Background: an optimization exercise with open tools, aiming at small area, a short achievable clock period and few clock cycles. Do not read the settings as production practice. Function was checked by simulation only, so behaviour that the tests miss may differ from the original. Power is estimated from default activity; no workload was simulated.

the previous run:
==> flow/design.v (excerpt) <==
module projeto(
    input ck,
    input inicio,
    input rst,
    input [15:0] X,
    input [15:0] A,
    input [15:0] B,
    input [15:0] C,
    output pronto,
    output overflow,
    output [15:0] resultado
);
    reg busy, pr, ov;
    reg [15:0] qa, qb;
    reg [1:0] ql;
    wire [16:0] v = ~(qa + qb + 17'd1);
    wire vo = ov | (|ql) | v[16];
    wire [15:0] m;       
    wire [15:0] kn = ~(busy ? C : B);
    wire [15:0] ra, rb;
    wire [14:0] cn;
    mac u(.a(A), .v(v[15:0]), .sel(busy), .m(m), .x(X), .kn(kn), .ra(ra), .rb(rb), .cn(cn));
    reg hi;
    integer i;
    always @(*) begin
        hi = 1'b0;
        for (i = 1; i < 16; i = i + 1)
            hi = hi | (m[i] & (|(X >> (16 - i))));
    end
    wire po = hi | ~&cn[11:0];
    wire [1:0] pl = {~(cn[12] & cn[13]), ~cn[14]};
    always @(posedge ck) begin
        qa <= ra;
        qb <= rb;
        ql <= pl;
        ov <= po | (busy & vo);
        if (rst) begin
            busy <= 1'b0;
            pr   <= 1'b0;
        end else begin
            busy <= ~busy & inicio;
            pr   <= busy;
        end
    end
    assign pronto = pr;
    assign resultado = v[15:0];
    assign overflow = vo;
endmodule
Size: ~440 cells after synthesis, ~26 flip-flops, ~85 I/O pins.
==> flow/config.mk <==
export PLATFORM = sky130hd
export DESIGN_NAME = projeto
export DESIGN_NICKNAME = projeto
export VERILOG_FILES = /design/flow/design.v
export SDC_FILE = /design/flow/constraint.sdc
export NUM_CORES = 4
export LEC_CHECK = 0
export CAP_MARGIN = 20
export CORE_MARGIN = 2
export CORE_UTILIZATION = 60
export CTS_BUF_LIST = sky130_fd_sc_hd__clkbuf_8
export CTS_CLUSTER_DIAMETER = 60
export CTS_CLUSTER_SIZE = 30
export SETUP_SLACK_MARGIN = 4.0
export SLEW_MARGIN = 20
==> flow/constraint.sdc <==
create_clock -name core_clock -period 9.5 [get_ports {ck}]
set_input_delay 1.9000 -clock core_clock [delete_from_list [all_inputs] [get_ports {ck}]]
set_output_delay 1.9000 -clock core_clock [all_outputs]
set_load 0.01 [all_outputs]
standard.sh (not shown) runs the stock make flow with config.mk's settings and CLKGATE_MAP_FILE= SYNTH_SCRIPT=/design/flow/synth_recipe.tcl, a recipe that flattens the netlist after the stock synthesis.
==> flow/flow/run.sh <==
#!/bin/bash
# The standard layout (standard.sh) with these changes:
#  - the multiply-add tree, module mac, is laid out from flow/mac_cells.v, the
#    same circuit as mac in rtl/ula.v built from cells by hand (both are
#    generated by gen/mkhand.py), so that its partial products are single
#    NAND gates feeding full-adder cells of inverted polarity;
#  - synthesis skips Yosys's early "abc -fast" (SYNTH_ARGS=-noabc);
#  - port buffers use the smallest buffer, but for the X ports (buf_4).
# Registers and their names are those of the standard synthesis.
set -euo pipefail
export SYNTH_ARGS="-noabc"
export BUFFER_PORTS_ARGS="-buffer_cell sky130_fd_sc_hd__buf_1"
# ... except the X ports, whose buffers drive many gates (flow/xbuf.tcl)
export POST_GLOBAL_PLACE_TCL="$PWD/flow/xbuf.tcl"
# design.v with module mac replaced by the cell-level one
awk '/^module mac\(/ {skip = 1} !skip {print} skip && /^endmodule/ {skip = 0}' design.v > design_cells.v
grep -q '^module mac(' design_cells.v && { echo "module mac still in design_cells.v"; exit 1; }
cat flow/mac_cells.v >> design_cells.v
sed "s#CLKGATE_MAP_FILE= #CLKGATE_MAP_FILE= VERILOG_FILES=$PWD/design_cells.v #" standard.sh > standard_cells.sh
grep -q "VERILOG_FILES=$PWD/design_cells.v" standard_cells.sh
bash standard_cells.sh > standard.log 2>&1
==> flow/flow/xbuf.tcl <==
set db [ord::get_db]
set block [ord::get_db_block]
set big [$db findMaster sky130_fd_sc_hd__buf_4]
foreach bterm [$block getBTerms] {
  if { ![string match {X\[*} [$bterm getName]] } { continue }
  set net [$bterm getNet]
  foreach iterm [$net getITerms] {
    set inst [$iterm getInst]
    if { [string match sky130_fd_sc_hd__buf_* [[$inst getMaster] getName]] } {
      $inst swapMaster $big
      puts "xbuf: [$inst getName] of [$bterm getName] -> sky130_fd_sc_hd__buf_4"
    }
  }
}
Other scripts of this flow, unchanged in this note and not shown: flow/flow/mac_cells.v
The previous run finished every step from synthesis to the final layout, and the layout passed the timing, DRC and antenna checks.
Testbench counts of the previous run, summed over its fixed seeds: cycles 4,800.
Setup changes, the previous run to the current run
Settings: SETUP_SLACK_MARGIN: 4.0 -> 4.3; CTS_CLUSTER_SIZE: 30 -> unset; CTS_BUF_LIST: sky130_fd_sc_hd__clkbuf_8 -> sky130_fd_sc_hd__clkbuf_4 sky130_fd_sc_hd__clkbuf_8; CTS_CLUSTER_DIAMETER: 60 -> unset.
--- a/flow/flow/run.sh
+++ b/flow/flow/run.sh
@@ -6,11 +6,9 @@
 #    NAND gates feeding full-adder cells of inverted polarity;
 #  - synthesis skips Yosys's early "abc -fast" (SYNTH_ARGS=-noabc);
-#  - port buffers use the smallest buffer, but for the X ports (buf_4).
+#  - port buffers use the smallest buffer.
 # Registers and their names are those of the standard synthesis.
 set -euo pipefail
 export SYNTH_ARGS="-noabc"
 export BUFFER_PORTS_ARGS="-buffer_cell sky130_fd_sc_hd__buf_1"
-# ... except the X ports, whose buffers drive many gates (flow/xbuf.tcl)
-export POST_GLOBAL_PLACE_TCL="$PWD/flow/xbuf.tcl"
 # design.v with module mac replaced by the cell-level one
 awk '/^module mac\(/ {skip = 1} !skip {print} skip && /^endmodule/ {skip = 0}' design.v > design_cells.v
removed: flow/flow/xbuf.tcl
Notes after the runs:
Final worst hold slack, the previous run and the current run: lower on the previous run
Power share of the clock group in the current run vs the previous run: down 1.3 points
Summary of the comparison: total non-filler cell area in the finished layout is higher in the current run, relative to the previous run.
Summary: with the previous run as the reference, non-clock buffer instance count of the final layout in the current run moved up by more than a quarter.
Per the comparison of the current run with the previous run, via count of the first global-routing pass went up by 281; routed length per placed instance now larger.


projeto again, from the RTL that the note above started with.
export LEC_CHECK = 0
export CAP_MARGIN = 20
export CORE_MARGIN = 2
export CORE_UTILIZATION = 60
export CTS_BUF_LIST = sky130_fd_sc_hd__clkbuf_4 sky130_fd_sc_hd__clkbuf_8
export SETUP_SLACK_MARGIN = 4.0
export SLEW_MARGIN = 20
create_clock -name core_clock -period 9.5 [get_ports {ck}]
==> flow/flow/run.sh <==
#!/bin/bash
# The standard layout (standard.sh) with these changes:
#  - the multiply-add tree, module mac, is laid out from flow/mac_cells.v, the
#    same circuit as mac in rtl/ula.v built from cells by hand (both are
#    generated by gen/mkhand.py), so that its partial products are single
#    NAND gates feeding full-adder cells of inverted polarity;
#  - synthesis skips Yosys's early "abc -fast" (SYNTH_ARGS=-noabc);
#  - port buffers use the smallest buffer.
# Registers and their names are those of the standard synthesis.
set -euo pipefail
export SYNTH_ARGS="-noabc"
export BUFFER_PORTS_ARGS="-buffer_cell sky130_fd_sc_hd__buf_1"
# design.v with module mac replaced by the cell-level one
awk '/^module mac\(/ {skip = 1} !skip {print} skip && /^endmodule/ {skip = 0}' design.v > design_cells.v
grep -q '^module mac(' design_cells.v && { echo "module mac still in design_cells.v"; exit 1; }
cat flow/mac_cells.v >> design_cells.v
sed "s#CLKGATE_MAP_FILE= #CLKGATE_MAP_FILE= VERILOG_FILES=$PWD/design_cells.v #" standard.sh > standard_cells.sh
grep -q "VERILOG_FILES=$PWD/design_cells.v" standard_cells.sh
bash standard_cells.sh > standard.log 2>&1
Other scripts of this flow, unchanged in this note and not shown: flow/flow/mac_cells.v
Testbench counts at the start, summed over its fixed seeds: cycles 4,800.
Change:
--- a/flow/flow/run.sh
+++ b/flow/flow/run.sh
@@ -8 +8 @@
-#  - port buffers use the smallest buffer.
+#  - port buffers use the smallest buffer, but for the X ports (buf_4).
@@ -12,0 +13,2 @@
+# ... except the X ports, whose buffers drive many gates (flow/xbuf.tcl)
+export POST_GLOBAL_PLACE_TCL="$PWD/flow/xbuf.tcl"
==> flow/flow/xbuf.tcl (new file) <==
set db [ord::get_db]
set block [ord::get_db_block]
set big [$db findMaster sky130_fd_sc_hd__buf_4]
foreach bterm [$block getBTerms] {
  if { ![string match {X\[*} [$bterm getName]] } { continue }
  set net [$bterm getNet]
  foreach iterm [$net getITerms] {
    set inst [$iterm getInst]
    if { [string match sky130_fd_sc_hd__buf_* [[$inst getMaster] getName]] } {
      $inst swapMaster $big
      puts "xbuf: [$inst getName] of [$bterm getName] -> sky130_fd_sc_hd__buf_4"
    }
  }
}
--- a/flow/config.mk
+++ b/flow/config.mk
@@ -10 +10 @@
-export CORE_UTILIZATION = 60
+export CORE_UTILIZATION = 75
=> The changed run ran to the end with no violations. Via count climbs by 5.0%. Hold slack gets better by 0.010 ns. Wire length rose by 6.0%. Die area drops by 19%. Register-to-register slack is worse by 0.10 ns.

-- re-timing with driven ports --
How much do the figures lean on ideal ports? The routed layouts below were timed once more, with nothing changed but the port constraints.
Step 1: set_driving_cell puts a clkbuf_16 on ck and a buf_2 on each other input, an assumption about the parent block.
Step 2, shift: input delay + t, output delay - t, t = (earliest + latest rising clock arrival at the registers) / 2. This alone moves slack from input paths to output paths.
Three values: no drivers, after step 1, after step 2; two values: the first two.
run | t (ns) | slack for setup (ns) | cell pins on the clock port's net
the previous run | 0.302 | 4.117 / 4.127 / 3.825 | 1
the current run | 0.307 | 4.225 / 4.226 / 3.919 | 1
the first run of note 2 | 0.307 | 4.086 / 4.080 / 3.772 | 1
the second run of note 2 | 0.305 | 4.069 / 4.073 / 3.767 | 1
After both steps every run listed still meets setup and hold. For the first run of note 2, which loses most, drivers alone change the setup slack by -0.006 ns; drivers and shift together by -0.314 ns.
